What follows belongs to an exercise in optimizing a design on an open flow for small area, a short achievable clock period and few clock cycles; a production flow would make more cautious choices.
At most, simulation tests tie the RTL to the original design; equivalence was not proved.
Power figures rest on the tool's default switching activity, not on a simulated workload.

==> build 96 <==
==> flow/design.v (excerpt) <==
module DALU(
	clk,
	rst,
	in_valid,
	instruction,
  out_valid,
  out
    );
input [18:0] instruction;
input clk,rst,in_valid;
output reg [15:0] out;
output reg out_valid;
reg signed [15:0] spart,tpart,lpart;   
reg [4:0] mode_tmp;
reg [1:0] current_state,next_state;
parameter idle=0,getinput=1,ex=2,sendout=3;
always@(posedge clk)
begin
	if(rst)current_state<=idle;
	else current_state<=next_state;
end
always@(*)
begin
	case(current_state)
		idle:next_state=getinput;		
		getinput:if(in_valid)next_state=sendout;
			else next_state=getinput;
		sendout:next_state=idle;
		default:next_state=idle;
	endcase
end
always@(posedge clk)
begin
	if(rst)
	begin
		spart<=0;
		tpart<=0;
		lpart<=0;
		mode_tmp<=0;
	end
	else if(current_state==getinput&&in_valid)
	begin
		case(instruction[18:16])
		0:
		begin
			case(instruction[3:0])
			0:begin mode_tmp<=1; spart<={{10{instruction[15]}},instruction[15:10]}; tpart<={{10{instruction[9]}},instruction[9:4]}; end
			1:begin mode_tmp<=2; spart<={{10{instruction[15]}},instruction[15:10]}; tpart<={{10{instruction[9]}},instruction[9:4]}; end
			2:begin mode_tmp<=3; spart<={{10{instruction[15]}},instruction[15:10]}; tpart<={{10{instruction[9]}},instruction[9:4]}; end
			3:begin mode_tmp<=4; spart<={{10{instruction[15]}},instruction[15:10]}; tpart<={{10{instruction[9]}},instruction[9:4]}; end
  ...
==> module DALU, before the edit <==
module DALU(
	clk,
	rst,
	in_valid,
	instruction,
  out_valid,
  out
    );
input [18:0] instruction;
input clk,rst,in_valid;
output reg [15:0] out;
output reg out_valid;
reg signed [15:0] spart,tpart,lpart;   
reg [4:0] mode_tmp;
reg [1:0] current_state,next_state;
parameter idle=0,getinput=1,ex=2,sendout=3;
always@(posedge clk)
begin
	if(rst)current_state<=idle;
	else current_state<=next_state;
end
always@(*)
begin
	case(current_state)
		idle:next_state=getinput;		
		getinput:if(in_valid)next_state=sendout;
			else next_state=getinput;
		sendout:next_state=idle;
		default:next_state=idle;
	endcase
end
always@(posedge clk)
begin
	if(rst)
	begin
		spart<=0;
		tpart<=0;
		lpart<=0;
		mode_tmp<=0;
	end
	else if(current_state==getinput&&in_valid)
	begin
		case(instruction[18:16])
		0:
		begin
			case(instruction[3:0])
			0:begin mode_tmp<=1; spart<={{10{instruction[15]}},instruction[15:10]}; tpart<={{10{instruction[9]}},instruction[9:4]}; end
			1:begin mode_tmp<=2; spart<={{10{instruction[15]}},instruction[15:10]}; tpart<={{10{instruction[9]}},instruction[9:4]}; end
			2:begin mode_tmp<=3; spart<={{10{instruction[15]}},instruction[15:10]}; tpart<={{10{instruction[9]}},instruction[9:4]}; end
			3:begin mode_tmp<=4; spart<={{10{instruction[15]}},instruction[15:10]}; tpart<={{10{instruction[9]}},instruction[9:4]}; end
			4:begin mode_tmp<=5; spart<={{10{instruction[15]}},instruction[15:10]}; tpart<={{10{instruction[9]}},instruction[9:4]}; end
			default
			begin
				spart<=spart;
				tpart<=tpart;
				lpart<=lpart;
				mode_tmp<=mode_tmp;
			end
			endcase
		end
		1:
		begin 
			mode_tmp<=6; spart<={{10{instruction[15]}},instruction[15:10]}; tpart<={{10{instruction[9]}},instruction[9:4]};
			lpart<={{12{instruction[3]}},instruction[3:0]}; 
		end
		2:
		begin 
			mode_tmp<=7; spart<={{10{instruction[15]}},instruction[15:10]}; tpart<={{10{instruction[9]}},instruction[9:4]};
			lpart<={{12{instruction[3]}},instruction[3:0]}; 
		end
		3:begin mode_tmp<=8; spart<={{10{instruction[15]}},instruction[15:10]}; tpart<={{6{instruction[9]}},instruction[9:0]}; end
		4:begin mode_tmp<=9; spart<={{10{instruction[15]}},instruction[15:10]}; tpart<={{6{instruction[9]}},instruction[9:0]}; end
		default
		begin
			spart<=spart;
			tpart<=tpart;
			lpart<=lpart;
			mode_tmp<=mode_tmp;
		end
		endcase
	end
	else
	begin
		spart<=spart;
		tpart<=tpart;
		lpart<=lpart;
		mode_tmp<=mode_tmp;
	end
end
always@(posedge clk)
begin
	if(rst)
		out_valid<=0;
	else if(current_state==sendout)
		out_valid<=1;
	else
		out_valid<=0;
end
always@(posedge clk)
begin
	if(rst)
		out<=0;
	else if(current_state==sendout)
	begin
		case(mode_tmp)
		1: out<=spart&tpart;
		2: out<=spart|tpart;
		3: out<=spart^tpart;
		4: out<=spart+tpart;
		5: out<=spart-tpart;
		6: out<=spart*tpart*lpart;
		7: out<=(spart+tpart+lpart)*(spart+tpart+lpart);
		8: out<=spart+tpart;
	    9: out<=spart-tpart;
		default:out<=0;
		endcase
	end
	else
		out<=0;
end
endmodule
Settings: LEC_CHECK=0, CAP_MARGIN=20, CORE_MARGIN=2, CORE_UTILIZATION=40, SLEW_MARGIN=20; clock period 10.0 ns.
run.sh (not shown) runs the stock make flow with config.mk's settings and CLKGATE_MAP_FILE= SYNTH_SCRIPT=/design/flow/synth_recipe.tcl, a recipe that flattens the netlist after the stock synthesis.
==> inputs of trial 28, as changes to build 96 <==
==> flow/design.v (replaced) <==
module DALU(
	clk,
	rst,
	in_valid,
	instruction,
	out_valid,
	out
);
input clk, rst, in_valid;
input [18:0] instruction;
output reg out_valid;
output [15:0] out;
wire [2:0] op_in = instruction[18:16];
wire defined = (op_in == 3'd0) ? (instruction[3:0] <= 4'd4) : (op_in <= 3'd4);
reg [18:0] ir;
always @(posedge clk) begin
	if (rst) begin
		out_valid <= 1'b0;
		ir <= 19'd0;
	end else begin
		out_valid <= in_valid;
		if (in_valid && defined)
			ir <= instruction;
	end
end
wire [2:0] op = ir[18:16];
wire [3:0] f = ir[3:0];
wire signed [15:0] s = {{10{ir[15]}}, ir[15:10]};
wire signed [15:0] t = {{10{ir[9]}}, ir[9:4]};
wire signed [15:0] l = {{12{ir[3]}}, ir[3:0]};
wire signed [15:0] T = {{6{ir[9]}}, ir[9:0]};
wire signed [15:0] u = s + t + l;
reg [15:0] r;
always @(*) begin
	case (op)
	3'd0:
		case (f)
		4'd0: r = s & t;
		4'd1: r = s | t;
		4'd2: r = s ^ t;
		4'd3: r = s + t;
		default: r = s - t;
		endcase
	3'd1: r = s * t * l;
	3'd2: r = u * u;
	3'd3: r = s + T;
	default: r = s - T;
	endcase
end
assign out = r;
endmodule
==> comparison table <==
| metric | build 96 | trial 28 |
|---|---|---|
| Run status | timing/DRC/antenna clean | timing/DRC/antenna clean |
| Final instance area | 12800 sq um | 8900 sq um |
| Multi-input gate share of the layout cell area | 75.7% | 75.9% |
| Final-layout fill cell count | 2893 | 1969 |
| Endpoint of the worst register-to-register path | out[15] | ir[18] |
| Via count normalized by instance count | 5.08 | 5.07 |
| Final clock-cell share | 1.16% | 0.843% |
| Depth of the worst register-to-register path | 32 | 4 |
| Data required time of the critical path | 10.22 ns | 8.00 ns |
| Worst stage delay on the critical path | 0.64 ns | 0.55 ns |
| Vias in the first global route | 9323 | 6614 |
| Fraction of the mapped netlist area in adder cells | 47.7% | 44.2% |
| Power density relative to cell area | 60.1 nW/um^2 | 129 nW/um^2 |
| Maximum ir drop on the vdd rail | 0.0669 mV | 0.0812 mV |
| Fraction of the cycle the final worst path needs | 93.7% | 96.0% |
| Normalized max-slew margin | 31.6% | 45.6% |
| Placement Setup Slack | 0.740 ns | 0.167 ns |
| Number of logic stages on the critical path including buffering | 32 | 27 |
| Worst R2R Start | spart[1] | ir[18] |
Testbench counts of build 96, summed over its fixed seeds: cycles 48,000.
For trial 28, only the layout was checked, not whether the RTL still works.

========
==> v35 <==
Another version of the RTL of DALU (not shown whole).
Design DALU, start of the top module:
module DALU(
	clk,
	rst,
	in_valid,
	instruction,
	out_valid,
	out
);
input clk, rst, in_valid;
input [18:0] instruction;
output reg out_valid;
output [15:0] out;
function [8:0] booth3;
	input [5:0] a;
	integer k;
	reg y1, y0, ym;
	begin
		for (k = 0; k < 3; k = k + 1) begin
			y1 = a[2*k+1];
			y0 = a[2*k];
			ym = (k == 0) ? 1'b0 : a[2*k-1];
			booth3[k] = y1 & ~(y0 & ym);
			booth3[3+k] = y0 ^ ym;
			booth3[6+k] = (y1 & ~y0 & ~ym) | (~y1 & y0 & ym);
		end
	end
endfunction
wire [2:0] op = instruction[18:16];
wire [3:0] f = instruction[3:0];
wire [5:0] si = instruction[15:10];
wire [5:0] ti = instruction[9:4];
wire [3:0] li = instruction[3:0];
wire op0 = (op == 3'd0);
wire defined = op0 ? (f <= 4'd4) : (op <= 3'd4);
wire load = in_valid & defined;
wire isop1 = (op == 3'd1);
wire isop2 = (op == 3'd2);
wire islog = op0 & ~f[2] & ~(f[1] & f[0]);
wire sub = op0 ? f[2] : op[2];
wire d0n = li[1];
wire d01 = li[0];
wire d02 = li[1] & ~li[0];
  ...
export LEC_CHECK = 0
export ABC_AREA = 1
export CAP_MARGIN = 20
export CORE_MARGIN = 2
export CORE_UTILIZATION = 40
export SLEW_MARGIN = 20
create_clock -name core_clock -period 10.0 [get_ports {clk}]
standard.sh (not shown) runs the stock make flow with config.mk's settings and CLKGATE_MAP_FILE= SYNTH_SCRIPT=/design/flow/synth_recipe.tcl, a recipe that flattens the netlist after the stock synthesis.
==> flow/flow/run.sh <==
#!/bin/bash
# The standard layout, with the input and output ports buffered by buf_2
# cells instead of the default buffer cell.
set -euo pipefail
bash standard.sh "BUFFER_PORTS_ARGS=-buffer_cell sky130_fd_sc_hd__buf_2" finish > standard_flow.log 2>&1
==> v15 (differences from v35) <==
==> flow/flow/run.sh (replaced) <==
#!/bin/bash
# The standard layout, with the ports buffered by buf_2 cells and timing
# repair aiming for setup slack beyond the requirement (sizeup,swap,buffer).
set -euo pipefail
bash standard.sh "BUFFER_PORTS_ARGS=-buffer_cell sky130_fd_sc_hd__buf_2" \
	SETUP_SLACK_MARGIN=4.4 SETUP_MOVE_SEQUENCE=sizeup,swap,buffer finish > standard_flow.log 2>&1
- ABC_AREA: 1 -> not set
- CORE_UTILIZATION: 40 -> 70
==> notes <==
In clock skew, v35 and v15 do not differ. Clock power: v15 is higher than v35 (about 1%). Against v35, the power of v15 is smaller by about 7%. Of v15 and v35, v15 has the higher sequential power (gap about 10%, measured against v35). In count of clock-buffer cells in the layout, v15 and v35 do not differ. Of v15 and v35, v15 has the higher non-clock buffer count (gap 8). Cell count: v15 is smaller than v35 (24%). Flip-flop and latch count is the same in v15 and v35. Of v15 and v35, v35 has the higher routed wire length (gap about 18%, measured against v35). Die area: v35 is higher than v15 (about 75%).
Testbench counts of v35, summed over its fixed seeds: cycles 32,000.
Testbench counts of v15, summed over its fixed seeds: cycles 32,000.

========
==> amber: inputs <==
Another version of the RTL of DALU (not shown whole).
==> flow/config.mk <==
export PLATFORM = sky130hd
export DESIGN_NAME = DALU
export DESIGN_NICKNAME = DALU
export VERILOG_FILES = /design/flow/design.v
export SDC_FILE = /design/flow/constraint.sdc
export NUM_CORES = 4
export LEC_CHECK = 0
export CAP_MARGIN = 20
export CORE_MARGIN = 2
export CORE_UTILIZATION = 70
export SLEW_MARGIN = 20
==> flow/constraint.sdc <==
create_clock -name core_clock -period 10.0 [get_ports {clk}]
set_input_delay 2.0000 -clock core_clock [delete_from_list [all_inputs] [get_ports {clk}]]
set_output_delay 2.0000 -clock core_clock [all_outputs]
set_load 0.01 [all_outputs]
==> flow/flow/run.sh <==
#!/bin/bash
# The standard layout (the standard.sh), with two changes:
#  - the input and output ports are buffered by buf_2 cells rather than the
#    default buffer cell;
#  - timing repair aims for 4.4 ns of setup slack beyond the requirement,
#    using cell sizing and pin swapping only.
# The full output of the make run is kept in standard_flow.log.
set -euo pipefail
bash standard.sh "BUFFER_PORTS_ARGS=-buffer_cell sky130_fd_sc_hd__buf_2" \
	SETUP_SLACK_MARGIN=4.4 SETUP_MOVE_SEQUENCE=sizeup,swap finish > standard_flow.log 2>&1
==> inputs of pepper, as changes to amber <==
--- a/flow/design.v
+++ b/flow/design.v
@@ -29,31 +29,32 @@
 wire [3:0] f = instruction[3:0];
 wire [5:0] si = instruction[15:10];
 wire [5:0] ti = instruction[9:4];
 wire [3:0] li = instruction[3:0];
 wire op0 = (op == 3'd0);
 wire defined = op0 ? (f <= 4'd4) : (op <= 3'd4);
 wire load = in_valid & defined;
-wire isop1 = (op == 3'd1);
-wire isop2 = (op == 3'd2);
+wire isop1 = op[0] & ~op[1];
+wire isop2 = op[1] & ~op[0];
 wire islog = op0 & ~f[2] & ~(f[1] & f[0]);
-wire sub = op0 ? f[2] : op[2];
+wire sub = op[2] | (op0 & f[2]);
+wire selt = ~op[0] & ~op[2];    
 wire d0n = li[1];
 wire d01 = li[0];
 wire d02 = li[1] & ~li[0];
 wire d1n = li[3] & ~(li[2] & li[1]);
 wire d11 = li[2] ^ li[1];
 wire d12 = (li[3] & ~li[2] & ~li[1]) | (~li[3] & li[2] & li[1]);
 wire [6:0] tx = {ti[5], ti};
 wire [6:0] p0 = ({7{d01}} & tx) | ({7{d02}} & {tx[5:0], 1'b0});
 wire [6:0] p1 = ({7{d11}} & tx) | ({7{d12}} & {tx[5:0], 1'b0});
 wire [10:0] m0 = {{4{p0[6]}}, p0} ^ {11{d0n}};
 wire [8:0] m1 = {{2{p1[6]}}, p1} ^ {9{d1n}};
 wire [5:0] lg = (f[1:0] == 2'd0) ? (si & ti) : (f[1:0] == 2'd1) ? (si | ti) : (si ^ ti);
-wire [10:0] bo = (op0 | isop2) ? {{5{ti[5]}}, ti} : {instruction[9], instruction[9:0]};
+wire [10:0] bo = selt ? {{5{ti[5]}}, ti} : {instruction[9], instruction[9:0]};
 wire [10:0] r1 = isop1 ? m0 : islog ? {{5{lg[5]}}, lg} : {{5{si[5]}}, si};
 wire [10:0] r2 = isop1 ? {m1, 2'b00} : islog ? 11'd0 : (bo ^ {11{sub & ~isop2}});
 wire [10:0] r3 = isop1 ? {8'd0, d1n, 1'b0, d0n} : isop2 ? {{7{li[3]}}, li} : {10'd0, sub & ~islog};
 wire ic0 = r1[0] ^ r2[0];
 wire ic1 = r1[0] & r2[0];
 wire ic2 = r1[1] ^ r2[1] ^ r3[1];
 wire ic3 = (r1[1] & r2[1]) | (r1[1] & r3[1]) | (r2[1] & r3[1]);
==> flow/config.mk (replaced) <==
export PLATFORM = sky130hd
export DESIGN_NAME = DALU
export DESIGN_NICKNAME = DALU
export VERILOG_FILES = /design/flow/design.v
export SDC_FILE = /design/flow/constraint.sdc
export NUM_CORES = 4
export LEC_CHECK = 0
export CAP_MARGIN = 20
export CORE_MARGIN = 2
export CORE_UTILIZATION = 40
export SLEW_MARGIN = 20
==> inputs of nickel, as changes to amber <==
--- a/flow/design.v
+++ b/flow/design.v
@@ -29,31 +29,32 @@
 wire [3:0] f = instruction[3:0];
 wire [5:0] si = instruction[15:10];
 wire [5:0] ti = instruction[9:4];
 wire [3:0] li = instruction[3:0];
 wire op0 = (op == 3'd0);
 wire defined = op0 ? (f <= 4'd4) : (op <= 3'd4);
 wire load = in_valid & defined;
-wire isop1 = (op == 3'd1);
-wire isop2 = (op == 3'd2);
+wire isop1 = op[0] & ~op[1];
+wire isop2 = op[1] & ~op[0];
 wire islog = op0 & ~f[2] & ~(f[1] & f[0]);
-wire sub = op0 ? f[2] : op[2];
+wire sub = op[2] | (op0 & f[2]);
+wire selt = ~op[0] & ~op[2];    
 wire d0n = li[1];
 wire d01 = li[0];
 wire d02 = li[1] & ~li[0];
 wire d1n = li[3] & ~(li[2] & li[1]);
 wire d11 = li[2] ^ li[1];
 wire d12 = (li[3] & ~li[2] & ~li[1]) | (~li[3] & li[2] & li[1]);
 wire [6:0] tx = {ti[5], ti};
 wire [6:0] p0 = ({7{d01}} & tx) | ({7{d02}} & {tx[5:0], 1'b0});
 wire [6:0] p1 = ({7{d11}} & tx) | ({7{d12}} & {tx[5:0], 1'b0});
 wire [10:0] m0 = {{4{p0[6]}}, p0} ^ {11{d0n}};
 wire [8:0] m1 = {{2{p1[6]}}, p1} ^ {9{d1n}};
 wire [5:0] lg = (f[1:0] == 2'd0) ? (si & ti) : (f[1:0] == 2'd1) ? (si | ti) : (si ^ ti);
-wire [10:0] bo = (op0 | isop2) ? {{5{ti[5]}}, ti} : {instruction[9], instruction[9:0]};
+wire [10:0] bo = selt ? {{5{ti[5]}}, ti} : {instruction[9], instruction[9:0]};
 wire [10:0] r1 = isop1 ? m0 : islog ? {{5{lg[5]}}, lg} : {{5{si[5]}}, si};
 wire [10:0] r2 = isop1 ? {m1, 2'b00} : islog ? 11'd0 : (bo ^ {11{sub & ~isop2}});
 wire [10:0] r3 = isop1 ? {8'd0, d1n, 1'b0, d0n} : isop2 ? {{7{li[3]}}, li} : {10'd0, sub & ~islog};
 wire ic0 = r1[0] ^ r2[0];
 wire ic1 = r1[0] & r2[0];
 wire ic2 = r1[1] ^ r2[1] ^ r3[1];
 wire ic3 = (r1[1] & r2[1]) | (r1[1] & r3[1]) | (r2[1] & r3[1]);
==> inputs of delta, as changes to amber <==
--- a/flow/design.v
+++ b/flow/design.v
@@ -198,14 +198,15 @@
 wire pr2_3 = ((a1[2] & b[3]) | (a2[2] & b[2])) ^ an[2];
 wire pr2_4 = ((a1[2] & b[4]) | (a2[2] & b[3])) ^ an[2];
 wire pr2_5 = ((a1[2] & b[5]) | (a2[2] & b[4])) ^ an[2];
 wire pr2_6 = ((a1[2] & b[6]) | (a2[2] & b[5])) ^ an[2];
 wire pr2_7 = ((a1[2] & b[7]) | (a2[2] & b[6])) ^ an[2];
 wire pr2_8 = ((a1[2] & b[8]) | (a2[2] & b[7])) ^ an[2];
 wire pr2_9 = ((a1[2] & b[9]) | (a2[2] & b[8])) ^ an[2];
+wire pr2_10 = ~(((a1[2] & b[9]) | (a2[2] & b[9])) ^ an[2]);
 wire pc0 = an[2] ^ pr0_4;
 wire pc1 = an[2] & pr0_4;
 wire pc2 = pr0_5 ^ pr1_3;
 wire pc3 = pr0_5 & pr1_3;
 wire pc4 = pr0_6 ^ pr1_4;
 wire pc5 = pr0_6 & pr1_4;
 wire pc6 = pr0_7 ^ pr1_5;
@@ -266,73 +267,91 @@
 wire prod_19 = pc33 & pc34;
 wire prod_20 = pc35 ^ pc36;
 wire prod_21 = pc35 & pc36;
 wire prod_22 = pc37 ^ pc38;
 wire prod_23 = pc37 & pc38;
 wire prod_24 = pc40 ^ pc39;
 wire prod_25 = pc40 & pc39;
-wire prod_26 = pr0_1 & prod_1;
-wire prod_27 = pr0_1 & prod_0;
-wire prod_28 = prod_5 | (prod_4 & prod_3);
-wire prod_29 = prod_4 & prod_2;
-wire prod_30 = prod_9 | (prod_8 & prod_7);
-wire prod_31 = prod_8 & prod_6;
-wire prod_32 = prod_13 | (prod_12 & prod_11);
-wire prod_33 = prod_12 & prod_10;
-wire prod_34 = prod_17 | (prod_16 & prod_15);
-wire prod_35 = prod_16 & prod_14;
-wire prod_36 = prod_21 | (prod_20 & prod_19);
-wire prod_37 = prod_20 & prod_18;
-wire prod_38 = prod_25 | (prod_24 & prod_23);
-wire prod_39 = prod_24 & prod_22;
-wire prod_40 = prod_3 | (prod_2 & prod_26);
-wire prod_41 = prod_2 & prod_27;
-wire prod_42 = prod_28 | (prod_29 & prod_26);
-wire prod_43 = prod_29 & prod_27;
-wire prod_44 = prod_11 | (prod_10 & prod_30);
-wire prod_45 = prod_10 & prod_31;
-wire prod_46 = prod_32 | (prod_33 & prod_30);
-wire prod_47 = prod_33 & prod_31;
-wire prod_48 = prod_19 | (prod_18 & prod_34);
-wire prod_49 = prod_18 & prod_35;
-wire prod_50 = prod_36 | (prod_37 & prod_34);
-wire prod_51 = prod_37 & prod_35;
-wire prod_52 = prod_7 | (prod_6 & prod_42);
-wire prod_53 = prod_6 & prod_43;
-wire prod_54 = prod_30 | (prod_31 & prod_42);
-wire prod_55 = prod_31 & prod_43;
-wire prod_56 = prod_44 | (prod_45 & prod_42);
-wire prod_57 = prod_45 & prod_43;
-wire prod_58 = prod_46 | (prod_47 & prod_42);
-wire prod_59 = prod_47 & prod_43;
-wire prod_60 = prod_23 | (prod_22 & prod_50);
-wire prod_61 = prod_22 & prod_51;
-wire prod_62 = prod_38 | (prod_39 & prod_50);
-wire prod_63 = prod_39 & prod_51;
-wire prod_64 = prod_15 | (prod_14 & prod_58);
-wire prod_65 = prod_14 & prod_59;
-wire prod_66 = prod_34 | (prod_35 & prod_58);
-wire prod_67 = prod_35 & prod_59;
-wire prod_68 = prod_48 | (prod_49 & prod_58);
-wire prod_69 = prod_49 & prod_59;
-wire prod_70 = prod_50 | (prod_51 & prod_58);
-wire prod_71 = prod_51 & prod_59;
-wire prod_72 = prod_60 | (prod_61 & prod_58);
-wire prod_73 = prod_61 & prod_59;
-wire prod_74 = prod_62 | (prod_63 & prod_58);
-wire prod_75 = prod_63 & prod_59;
-wire prod_76 = pr0_1 ^ prod_1;
-wire prod_77 = prod_2 ^ prod_26;
-wire prod_78 = prod_4 ^ prod_40;
-wire prod_79 = prod_6 ^ prod_42;
-wire prod_80 = prod_8 ^ prod_52;
-wire prod_81 = prod_10 ^ prod_54;
-wire prod_82 = prod_12 ^ prod_56;
-wire prod_83 = prod_14 ^ prod_58;
-wire prod_84 = prod_16 ^ prod_64;
-wire prod_85 = prod_18 ^ prod_66;
-wire prod_86 = prod_20 ^ prod_68;
-wire prod_87 = prod_22 ^ prod_70;
-wire prod_88 = prod_24 ^ prod_72;
-wire [13:0] prod = {prod_88, prod_87, prod_86, prod_85, prod_84, prod_83, prod_82, prod_81, prod_80, prod_79, prod_78, prod_77, prod_76, prod_0};
-assign out = {{2{prod[13]}}, prod};
+wire prod_26 = pr2_10 ^ pc41;
+wire prod_27 = pr2_10 & pc41;
+wire prod_28 = pr0_1 & prod_1;
+wire prod_29 = pr0_1 & prod_0;
+wire prod_30 = prod_5 | (prod_4 & prod_3);
+wire prod_31 = prod_4 & prod_2;
+wire prod_32 = prod_9 | (prod_8 & prod_7);
+wire prod_33 = prod_8 & prod_6;
+wire prod_34 = prod_13 | (prod_12 & prod_11);
+wire prod_35 = prod_12 & prod_10;
+wire prod_36 = prod_17 | (prod_16 & prod_15);
+wire prod_37 = prod_16 & prod_14;
+wire prod_38 = prod_21 | (prod_20 & prod_19);
+wire prod_39 = prod_20 & prod_18;
+wire prod_40 = prod_25 | (prod_24 & prod_23);
+wire prod_41 = prod_24 & prod_22;
+wire prod_42 = 1'b1 & prod_27;
+wire prod_43 = 1'b1 & prod_26;
+wire prod_44 = prod_3 | (prod_2 & prod_28);
+wire prod_45 = prod_2 & prod_29;
+wire prod_46 = prod_30 | (prod_31 & prod_28);
+wire prod_47 = prod_31 & prod_29;
+wire prod_48 = prod_11 | (prod_10 & prod_32);
+wire prod_49 = prod_10 & prod_33;
+wire prod_50 = prod_34 | (prod_35 & prod_32);
+wire prod_51 = prod_35 & prod_33;
+wire prod_52 = prod_19 | (prod_18 & prod_36);
+wire prod_53 = prod_18 & prod_37;
+wire prod_54 = prod_38 | (prod_39 & prod_36);
+wire prod_55 = prod_39 & prod_37;
+wire prod_56 = prod_27 | (prod_26 & prod_40);
+wire prod_57 = prod_26 & prod_41;
+wire prod_58 = prod_42 | (prod_43 & prod_40);
+wire prod_59 = prod_43 & prod_41;
+wire prod_60 = prod_7 | (prod_6 & prod_46);
+wire prod_61 = prod_6 & prod_47;
+wire prod_62 = prod_32 | (prod_33 & prod_46);
+wire prod_63 = prod_33 & prod_47;
+wire prod_64 = prod_48 | (prod_49 & prod_46);
+wire prod_65 = prod_49 & prod_47;
+wire prod_66 = prod_50 | (prod_51 & prod_46);
+wire prod_67 = prod_51 & prod_47;
+wire prod_68 = prod_23 | (prod_22 & prod_54);
+wire prod_69 = prod_22 & prod_55;
+wire prod_70 = prod_40 | (prod_41 & prod_54);
+wire prod_71 = prod_41 & prod_55;
+wire prod_72 = prod_56 | (prod_57 & prod_54);
+wire prod_73 = prod_57 & prod_55;
+wire prod_74 = prod_58 | (prod_59 & prod_54);
+wire prod_75 = prod_59 & prod_55;
+wire prod_76 = prod_15 | (prod_14 & prod_66);
+wire prod_77 = prod_14 & prod_67;
+wire prod_78 = prod_36 | (prod_37 & prod_66);
+wire prod_79 = prod_37 & prod_67;
+wire prod_80 = prod_52 | (prod_53 & prod_66);
+wire prod_81 = prod_53 & prod_67;
+wire prod_82 = prod_54 | (prod_55 & prod_66);
+wire prod_83 = prod_55 & prod_67;
+wire prod_84 = prod_68 | (prod_69 & prod_66);
+wire prod_85 = prod_69 & prod_67;
+wire prod_86 = prod_70 | (prod_71 & prod_66);
+wire prod_87 = prod_71 & prod_67;
+wire prod_88 = prod_72 | (prod_73 & prod_66);
+wire prod_89 = prod_73 & prod_67;
+wire prod_90 = prod_74 | (prod_75 & prod_66);
+wire prod_91 = prod_75 & prod_67;
+wire prod_92 = pr0_1 ^ prod_1;
+wire prod_93 = prod_2 ^ prod_28;
+wire prod_94 = prod_4 ^ prod_44;
+wire prod_95 = prod_6 ^ prod_46;
+wire prod_96 = prod_8 ^ prod_60;
+wire prod_97 = prod_10 ^ prod_62;
+wire prod_98 = prod_12 ^ prod_64;
+wire prod_99 = prod_14 ^ prod_66;
+wire prod_100 = prod_16 ^ prod_76;
+wire prod_101 = prod_18 ^ prod_78;
+wire prod_102 = prod_20 ^ prod_80;
+wire prod_103 = prod_22 ^ prod_82;
+wire prod_104 = prod_24 ^ prod_84;
+wire prod_105 = prod_26 ^ prod_86;
+wire prod_106 = 1'b1 ^ prod_88;
+wire [15:0] prod = {prod_106, prod_105, prod_104, prod_103, prod_102, prod_101, prod_100, prod_99, prod_98, prod_97, prod_96, prod_95, prod_94, prod_93, prod_92, prod_0};
+assign out = prod;
 endmodule
==> summary.txt <==
- The lowest final area belongs to delta, the highest to amber.
- Register-to-register slack is about the same in amber and nickel.
- Global-route usage: nickel is higher than pepper (10 points).
- Die area: delta < amber < nickel < pepper.
- Clock skew is the same in nickel and amber.
- Via count, lowest first: pepper, nickel, delta, amber.
- The lowest final cell count belongs to nickel, the highest to pepper.
==> figures <==
| item | nickel | pepper | amber | delta |
|---|---|---|---|---|
| Result of the run | timing/DRC/antenna clean | timing/DRC/antenna clean | timing/DRC/antenna clean | timing/DRC/antenna clean |
| Largest net degree at the start of global routing | 34 | 34 | 33 | 33 |
| Nonclk inv count | 50 | 50 | 52 | 57 |
| Cell variety after synth | 56 | 56 | 52 | 52 |
| Critical path endpoint | a2[2] | out[8] | a2[2] | out[15] |
| Sw power | 337 µW | 345 µW | 289 µW | 279 µW |
| Total Routed Length | 8450 µm | 9080 µm | 9340 µm | 8690 µm |
| Critical Path Max Stage Delay | 0.54 ns | 0.55 ns | 0.54 ns | 0.53 ns |
| Tcrit/Tclk final | 0.576 | 0.574 | 0.563 | 0.556 |
| Final Total Pwr | 749 µW | 753 µW | 645 µW | 621 µW |
| Most common cell in the synthesized netlist | - | - | inv_1 | inv_1 |
| FMAX | 0.174 GHz | 0.174 GHz | 0.178 GHz | 0.180 GHz |
| Number of global-route vias before repair | 3,127 | 3,324 | 3,443 | 3,266 |
| Hold Slack | 0.502 ns | 0.524 ns | 0.521 ns | 0.513 ns |
| Count of buffering cells on the critical path with inverters included | 1 | 3 | 3 | 3 |
Testbench counts of delta, summed over its fixed seeds: cycles 32,000.
No functional check of the RTL was part of amber, pepper and nickel.

==> what the ideal ports hide <==
Ports are ideal in the flow. The routed layouts listed here were re-timed in OpenROAD. Step 1 assumes that a clkbuf_16 drives the clock port and a buf_2 every other input. Step 2, shift: input delay + t, output delay - t, t = (earliest + latest rising clock arrival at the registers) / 2. This alone moves slack from input paths to output paths. Three values: no drivers, after step 1, after step 2; two values: the first two.
run	t, ns	setup WS [ns]	worst setup path at the end
build 96	0.350	0.629 / 0.629 / 0.629	register to register
trial 28	0.274	0.397 / 0.371 / 0.645	register to output
v35	0.281	4.087 / 4.092 / 3.810	input to register
v15	0.287	4.503 / 4.478 / 4.323	input to register
amber	0.290	4.372 / 4.347 / 4.057	input to register
pepper	0.284	4.259 / 4.227 / 3.954	input to register
nickel	0.274	4.237 / 4.214 / 3.941	input to register
delta	0.285	4.443 / 4.418 / 4.195	input to register
After both steps setup and hold are still met in every run listed. For amber, which loses most, drivers alone change the setup slack by -0.025 ns; drivers and shift together by -0.315 ns.
